Context: an optimization exercise on an open-source flow, tuned for small area, a short achievable clock period and few clock cycles. The choices shown serve that exercise and are no tape-out recipe.
Power is estimated from default activity; no workload was simulated.

==> inputs of run a <==
## mips_core
module mips_core(
    input         clk,
    input         rst_n,
    output [31:0] imem_addr,
    input  [31:0] imem_data,
    output [31:0] dmem_addr,
    output [31:0] dmem_wdata,
    output        dmem_we,
    input  [31:0] dmem_rdata
);
reg  [9:0]  pc;           
reg  [31:0] ir;           
reg         v2;           
reg  [9:0]  pc2n;         
reg  [31:0] sel_a;        
reg  [31:0] sel_b;        
reg  [31:0] x3;           
reg  [31:0] y3;           
reg  [4:0]  rd3;
reg         wr3, st3, ld3, mul3;
reg  [31:0] ws4, wc4;     
reg  [4:0]  rd4;
reg         wr4;
assign imem_addr  = {20'b0, pc, 2'b00};
assign dmem_addr  = x3;
assign dmem_wdata = y3;
assign dmem_we    = st3;
wire [31:0] w4 = ws4 + wc4;
wire [5:0] op = ir[31:26];
wire [5:0] fn = ir[5:0];
wire [4:0] rs = ir[25:21];
wire [4:0] rt = ir[20:16];
wire [4:0] rd = ir[15:11];
wire is_r    = (op == 6'h00);
wire is_lw   = (op == 6'h23);
wire is_sw   = (op == 6'h2B);
wire is_addi = (op == 6'h08);
wire is_beq  = (op == 6'h04);
wire use_rs  = is_r | is_lw | is_sw | is_addi | is_beq;
wire use_rt  = is_r | is_sw | is_beq;
wire f_sub   = (fn == 6'h22);
wire f_slt   = (fn == 6'h2A);
wire f_mul   = (fn == 6'h1C);
wire [31:0] rf_a, rf_b;
reg_file rf (
    .clk(clk), .rst_n(rst_n),
    .sa(sel_a), .sb(sel_b),
    .we(wr4), .wa(rd4), .wd(w4),
    .da(rf_a), .db(rf_b)
);
wire hit3a = wr3 & (rd3 == rs);
wire hit3b = wr3 & (rd3 == rt);
wire hit4a = wr4 & (rd4 == rs);
wire hit4b = wr4 & (rd4 == rt);
wire [31:0] a = hit3a ? x3 : hit4a ? w4 : rf_a;
wire [31:0] b = hit3b ? x3 : hit4b ? w4 : rf_b;
wire stall = v2 & (ld3 | mul3) & ((use_rs & hit3a) | (use_rt & hit3b));
wire [31:0] imm  = {{16{ir[15]}}, ir[15:0]};
wire        sub  = is_r & (f_sub | f_slt);
wire [31:0] bop  = is_r ? b : imm;
  ...
==> module reg_file, before the edit <==
module reg_file(
    input         clk,
    input         rst_n,
    input  [31:0] sa,
    input  [31:0] sb,
    input         we,
    input  [4:0]  wa,
    input  [31:0] wd,
    output reg [31:0] da,
    output reg [31:0] db
);
reg [31:0] REG [0:31];
reg [31:0] valid;
integer i;
always @(posedge clk or negedge rst_n) begin
    if (!rst_n)
        valid <= 32'b0;
    else if (we)
        valid[wa] <= 1'b1;
end
always @(posedge clk) begin
    if (we)
        REG[wa] <= wd;
end
wire [31:0] ea = sa & valid;
wire [31:0] eb = sb & valid;
always @(*) begin
    da = 32'b0;
    db = 32'b0;
    for (i = 0; i < 32; i = i + 1) begin
        da = da | ({32{ea[i]}} & REG[i]);
        db = db | ({32{eb[i]}} & REG[i]);
    end
end
endmodule
==> module mips_core, before the edit <==
module mips_core(
    input         clk,
    input         rst_n,
    output [31:0] imem_addr,
    input  [31:0] imem_data,
    output [31:0] dmem_addr,
    output [31:0] dmem_wdata,
    output        dmem_we,
    input  [31:0] dmem_rdata
);
reg  [9:0]  pc;           
reg  [31:0] ir;           
reg         v2;           
reg  [9:0]  pc2n;         
reg  [31:0] sel_a;        
reg  [31:0] sel_b;        
reg  [31:0] x3;           
reg  [31:0] y3;           
reg  [4:0]  rd3;
reg         wr3, st3, ld3, mul3;
reg  [31:0] ws4, wc4;     
reg  [4:0]  rd4;
reg         wr4;
assign imem_addr  = {20'b0, pc, 2'b00};
assign dmem_addr  = x3;
assign dmem_wdata = y3;
assign dmem_we    = st3;
wire [31:0] w4 = ws4 + wc4;
wire [5:0] op = ir[31:26];
wire [5:0] fn = ir[5:0];
wire [4:0] rs = ir[25:21];
wire [4:0] rt = ir[20:16];
wire [4:0] rd = ir[15:11];
wire is_r    = (op == 6'h00);
wire is_lw   = (op == 6'h23);
wire is_sw   = (op == 6'h2B);
wire is_addi = (op == 6'h08);
wire is_beq  = (op == 6'h04);
wire use_rs  = is_r | is_lw | is_sw | is_addi | is_beq;
wire use_rt  = is_r | is_sw | is_beq;
wire f_sub   = (fn == 6'h22);
wire f_slt   = (fn == 6'h2A);
wire f_mul   = (fn == 6'h1C);
wire [31:0] rf_a, rf_b;
reg_file rf (
    .clk(clk), .rst_n(rst_n),
    .sa(sel_a), .sb(sel_b),
    .we(wr4), .wa(rd4), .wd(w4),
    .da(rf_a), .db(rf_b)
);
wire hit3a = wr3 & (rd3 == rs);
wire hit3b = wr3 & (rd3 == rt);
wire hit4a = wr4 & (rd4 == rs);
wire hit4b = wr4 & (rd4 == rt);
wire [31:0] a = hit3a ? x3 : hit4a ? w4 : rf_a;
wire [31:0] b = hit3b ? x3 : hit4b ? w4 : rf_b;
wire stall = v2 & (ld3 | mul3) & ((use_rs & hit3a) | (use_rt & hit3b));
wire [31:0] imm  = {{16{ir[15]}}, ir[15:0]};
wire        sub  = is_r & (f_sub | f_slt);
wire [31:0] bop  = is_r ? b : imm;
wire [33:0] sum  = {1'b0, a, 1'b1} + {1'b0, bop ^ {32{sub}}, sub};
wire        ltu  = ~sum[33];
wire [31:0] res  = (is_r & f_mul) ? a :
                   (is_r & f_slt) ? {32{ltu}} : sum[32:1];
wire       taken    = v2 & is_beq & (a == b);
wire       redirect = taken & ~stall & (rs != rt) & (ir[9:0] != 10'd0);
wire [9:0] btgt     = pc2n + ir[9:0];
wire [9:0] pc1 = pc + 10'd1;
wire       f_j = (imem_data[31:26] == 6'h02);
wire       f_b = (imem_data[31:26] == 6'h04) & (imem_data[25:21] == imem_data[20:16]);
wire [9:0] f_btgt = pc1 + imem_data[9:0];
always @(posedge clk or negedge rst_n) begin
    if (!rst_n) begin
        pc <= 10'd0;
        v2 <= 1'b0;
    end else if (!stall) begin
        if (redirect) begin
            pc <= btgt;
            v2 <= 1'b0;
        end else begin
            pc <= f_j ? imem_data[9:0] : f_b ? f_btgt : pc1;
            v2 <= 1'b1;
        end
    end
end
always @(posedge clk) begin
    if (!stall) begin
        ir    <= imem_data;
        pc2n  <= pc1;
        sel_a <= 32'd1 << imem_data[25:21];
        sel_b <= 32'd1 << imem_data[20:16];
    end
end
always @(posedge clk or negedge rst_n) begin
    if (!rst_n) begin
        wr3 <= 1'b0;
        st3 <= 1'b0;
    end else begin
        wr3 <= v2 & ~stall & (is_r | is_lw | is_addi);
        st3 <= v2 & ~stall & is_sw;
    end
end
always @(posedge clk) begin
    x3   <= res;
    y3   <= b;
    rd3  <= is_r ? rd : rt;
    ld3  <= is_lw;
    mul3 <= is_r & f_mul;
end
wire [31:0] ms, mc;
mul32lo mul (.a(x3), .b(y3), .s(ms), .c(mc));
always @(posedge clk or negedge rst_n) begin
    if (!rst_n)
        wr4 <= 1'b0;
    else
        wr4 <= wr3;
end
always @(posedge clk) begin
    ws4 <= ld3 ? dmem_rdata : mul3 ? ms : x3;
    wc4 <= (mul3 & ~ld3) ? mc : 32'b0;
    rd4 <= rd3;
end
endmodule
Settings: LEC_CHECK=0, ABC_CLOCK_PERIOD_IN_PS=5000, CAP_MARGIN=20, CORE_MARGIN=2, CORE_UTILIZATION=45, SLEW_MARGIN=20; clock period 19.0 ns.
standard.sh (not shown) runs the stock make flow with config.mk's settings and CLKGATE_MAP_FILE= SYNTH_SCRIPT=/design/flow/synth_recipe.tcl, a recipe that flattens the netlist after the stock synthesis.
==> flow/flow/run.sh <==
#!/bin/bash
set -euo pipefail
MARGIN=$(cat flow/margin.txt)
bash standard.sh SETUP_SLACK_MARGIN="$MARGIN" finish > make_finish.log 2>&1
==> flow/flow/margin.txt <==
13.7
==> run b (differences from run a) <==
--- a/flow/design.v
+++ b/flow/design.v
@@ -2,15 +2,16 @@
     input         clk,
     input         rst_n,
-    input  [31:0] sa,
-    input  [31:0] sb,
+    input  [4:0]  ra,
+    input  [4:0]  rb,
     input         we,
     input  [4:0]  wa,
     input  [31:0] wd,
-    output reg [31:0] da,
-    output reg [31:0] db
+    output [31:0] qa,
+    output [31:0] qb,
+    output        va,
+    output        vb
 );
 reg [31:0] REG [0:31];
 reg [31:0] valid;
-integer i;
 always @(posedge clk or negedge rst_n) begin
     if (!rst_n)
@@ -23,14 +24,8 @@
         REG[wa] <= wd;
 end
-wire [31:0] ea = sa & valid;
-wire [31:0] eb = sb & valid;
-always @(*) begin
-    da = 32'b0;
-    db = 32'b0;
-    for (i = 0; i < 32; i = i + 1) begin
-        da = da | ({32{ea[i]}} & REG[i]);
-        db = db | ({32{eb[i]}} & REG[i]);
-    end
-end
+assign va = valid[ra];
+assign vb = valid[rb];
+assign qa = REG[ra];
+assign qb = REG[rb];
 endmodule
 module mul32lo (
@@ -902,15 +897,20 @@
 reg  [9:0]  pc;           
 reg  [31:0] ir;           
+reg  [31:0] qa2, qb2;     
+reg         va2, vb2;     
 reg         v2;           
-reg  [9:0]  pc2n;         
-reg  [31:0] sel_a;        
-reg  [31:0] sel_b;        
+reg  [9:0]  pc2;          
 reg  [31:0] x3;           
 reg  [31:0] y3;           
+reg  [31:0] ma3, mb3;     
 reg  [4:0]  rd3;
 reg         wr3, st3, ld3, mul3;
+reg         slt3, lt3;    
 reg  [31:0] ws4, wc4;     
 reg  [4:0]  rd4;
 reg         wr4;
+reg  [31:0] w5;           
+reg  [4:0]  rd5;
+reg         wr5;
 assign imem_addr  = {20'b0, pc, 2'b00};
 assign dmem_addr  = x3;
@@ -934,9 +934,10 @@
 wire f_mul   = (fn == 6'h1C);
 wire [31:0] rf_a, rf_b;
+wire        rf_va, rf_vb;
 reg_file rf (
     .clk(clk), .rst_n(rst_n),
-    .sa(sel_a), .sb(sel_b),
+    .ra(imem_data[25:21]), .rb(imem_data[20:16]),
     .we(wr4), .wa(rd4), .wd(w4),
-    .da(rf_a), .db(rf_b)
+    .qa(rf_a), .qb(rf_b), .va(rf_va), .vb(rf_vb)
 );
 wire hit3a = wr3 & (rd3 == rs);
@@ -944,6 +945,17 @@
 wire hit4a = wr4 & (rd4 == rs);
 wire hit4b = wr4 & (rd4 == rt);
-wire [31:0] a = hit3a ? x3 : hit4a ? w4 : rf_a;
-wire [31:0] b = hit3b ? x3 : hit4b ? w4 : rf_b;
+wire hit5a = wr5 & (rd5 == rs);
+wire hit5b = wr5 & (rd5 == rt);
+wire [31:0] r3 = slt3 ? {32{lt3}} : x3;     
+wire        sa3 = hit3a;
+wire        sa4 = ~hit3a & hit4a;
+wire        sa5 = ~hit3a & ~hit4a & hit5a;
+wire        saf = ~hit3a & ~hit4a & ~hit5a & va2;
+wire        sb3 = hit3b;
+wire        sb4 = ~hit3b & hit4b;
+wire        sb5 = ~hit3b & ~hit4b & hit5b;
+wire        sbf = ~hit3b & ~hit4b & ~hit5b & vb2;
+wire [31:0] a = ({32{sa3}} & r3) | ({32{sa4}} & w4) | ({32{sa5}} & w5) | ({32{saf}} & qa2);
+wire [31:0] b = ({32{sb3}} & r3) | ({32{sb4}} & w4) | ({32{sb5}} & w5) | ({32{sbf}} & qb2);
 wire stall = v2 & (ld3 | mul3) & ((use_rs & hit3a) | (use_rt & hit3b));
 wire [31:0] imm  = {{16{ir[15]}}, ir[15:0]};
@@ -952,9 +964,9 @@
 wire [33:0] sum  = {1'b0, a, 1'b1} + {1'b0, bop ^ {32{sub}}, sub};
 wire        ltu  = ~sum[33];
-wire [31:0] res  = (is_r & f_mul) ? a :
-                   (is_r & f_slt) ? {32{ltu}} : sum[32:1];
+wire [31:0] res  = sum[32:1];
 wire       taken    = v2 & is_beq & (a == b);
 wire       redirect = taken & ~stall & (rs != rt) & (ir[9:0] != 10'd0);
-wire [9:0] btgt     = pc2n + ir[9:0];
+wire [10:0] btgt2   = {pc2, 1'b1} + {ir[9:0], 1'b1};    
+wire [9:0] btgt     = btgt2[10:1];
 wire [9:0] pc1 = pc + 10'd1;
 wire       f_j = (imem_data[31:26] == 6'h02);
@@ -965,5 +977,8 @@
         pc <= 10'd0;
         v2 <= 1'b0;
-    end else if (!stall) begin
+    end else if (stall) begin
+        pc <= pc2;
+        v2 <= 1'b0;
+    end else begin
         if (redirect) begin
             pc <= btgt;
@@ -976,10 +991,10 @@
 end
 always @(posedge clk) begin
-    if (!stall) begin
-        ir    <= imem_data;
-        pc2n  <= pc1;
-        sel_a <= 32'd1 << imem_data[25:21];
-        sel_b <= 32'd1 << imem_data[20:16];
-    end
+    ir    <= imem_data;
+    qa2   <= rf_a;
+    qb2   <= rf_b;
+    va2   <= rf_va;
+    vb2   <= rf_vb;
+    pc2   <= pc;
 end
 always @(posedge clk or negedge rst_n) begin
@@ -995,18 +1010,29 @@
     x3   <= res;
     y3   <= b;
+    ma3  <= a;
+    mb3  <= b & {32{is_r & f_mul}};
     rd3  <= is_r ? rd : rt;
     ld3  <= is_lw;
     mul3 <= is_r & f_mul;
+    slt3 <= is_r & f_slt;
+    lt3  <= ltu;
 end
 wire [31:0] ms, mc;
-mul32lo mul (.a(x3), .b(y3), .s(ms), .c(mc));
+mul32lo mul (.a(ma3), .b(mb3), .s(ms), .c(mc));
 always @(posedge clk or negedge rst_n) begin
-    if (!rst_n)
+    if (!rst_n) begin
         wr4 <= 1'b0;
-    else
+        wr5 <= 1'b0;
+    end else begin
         wr4 <= wr3;
+        wr5 <= wr4;
+    end
+end
+always @(posedge clk) begin
+    w5  <= w4;
+    rd5 <= rd4;
 end
 always @(posedge clk) begin
-    ws4 <= ld3 ? dmem_rdata : mul3 ? ms : x3;
+    ws4 <= ld3 ? dmem_rdata : mul3 ? ms : r3;
     wc4 <= (mul3 & ~ld3) ? mc : 32'b0;
     rd4 <= rd3;
==> flow/flow/margin.txt (replaced) <==
13.8
--- a/flow/config.mk
+++ b/flow/config.mk
@@ -6,5 +6,4 @@
 export NUM_CORES = 4
 export LEC_CHECK = 0
-export ABC_CLOCK_PERIOD_IN_PS = 5000
 export CAP_MARGIN = 20
 export CORE_MARGIN = 2
==> run summary <==
                                                             run b                    run a
Finished Layout Cells                                         8999                     9395
Clk Latency, worst-skew pair                                840 ps                   850 ps
Buffer count from post-CTS setup fixing                         80                      291
Clock network area share                                     5.16%                    5.52%
Clock sink count                                              1421                     1315
Adder-cell share of the synthesized area                     7.57%                    7.17%
First drt pass iteration count                                   7                       17
Power Clock                                                2.94 mW                  2.99 mW
Hold Slack                                                  394 ps                   386 ps
Multiplexer share of the synthesized area                    20.0%                   0.778%
Clock Skews                                                39.8 ps                  75.1 ps
Routed wire per std cell                                   32.1 um                  44.2 um
Fillers                                                      14972                    13724
Status                                     complete, no violations  complete, no violations
Function was not checked in any run of this note: the RTL went through the layout flow alone.

## what the ideal ports hide
The results above use ideal ports. As a check the final layouts listed here were re-extracted and re-timed, cells and wires unchanged.
Step 1: set_driving_cell puts a clkbuf_16 on clk and a buf_2 on each other input, an assumption about the parent block.
Step 2 times the ports against the registers' clock, not the clock port: input delays grow and output delays shrink by t, the midpoint of the rising clock arrivals with the driver on.
a / b / c = ideal / step 1 / step 2; a / b = the first two.
run | t, ns | setup WS [ns] | hold slack, ns
run a | 0.899 | 13.085 / 13.085 / 12.792 | 0.386 / 0.386 / 0.386
run b | 0.899 | 13.796 / 13.688 / 12.789 | 0.394 / 0.394 / 0.394
After both steps every run listed still meets setup and hold. For run b, which loses most, drivers alone change the setup slack by -0.108 ns; drivers and shift together by -1.007 ns.
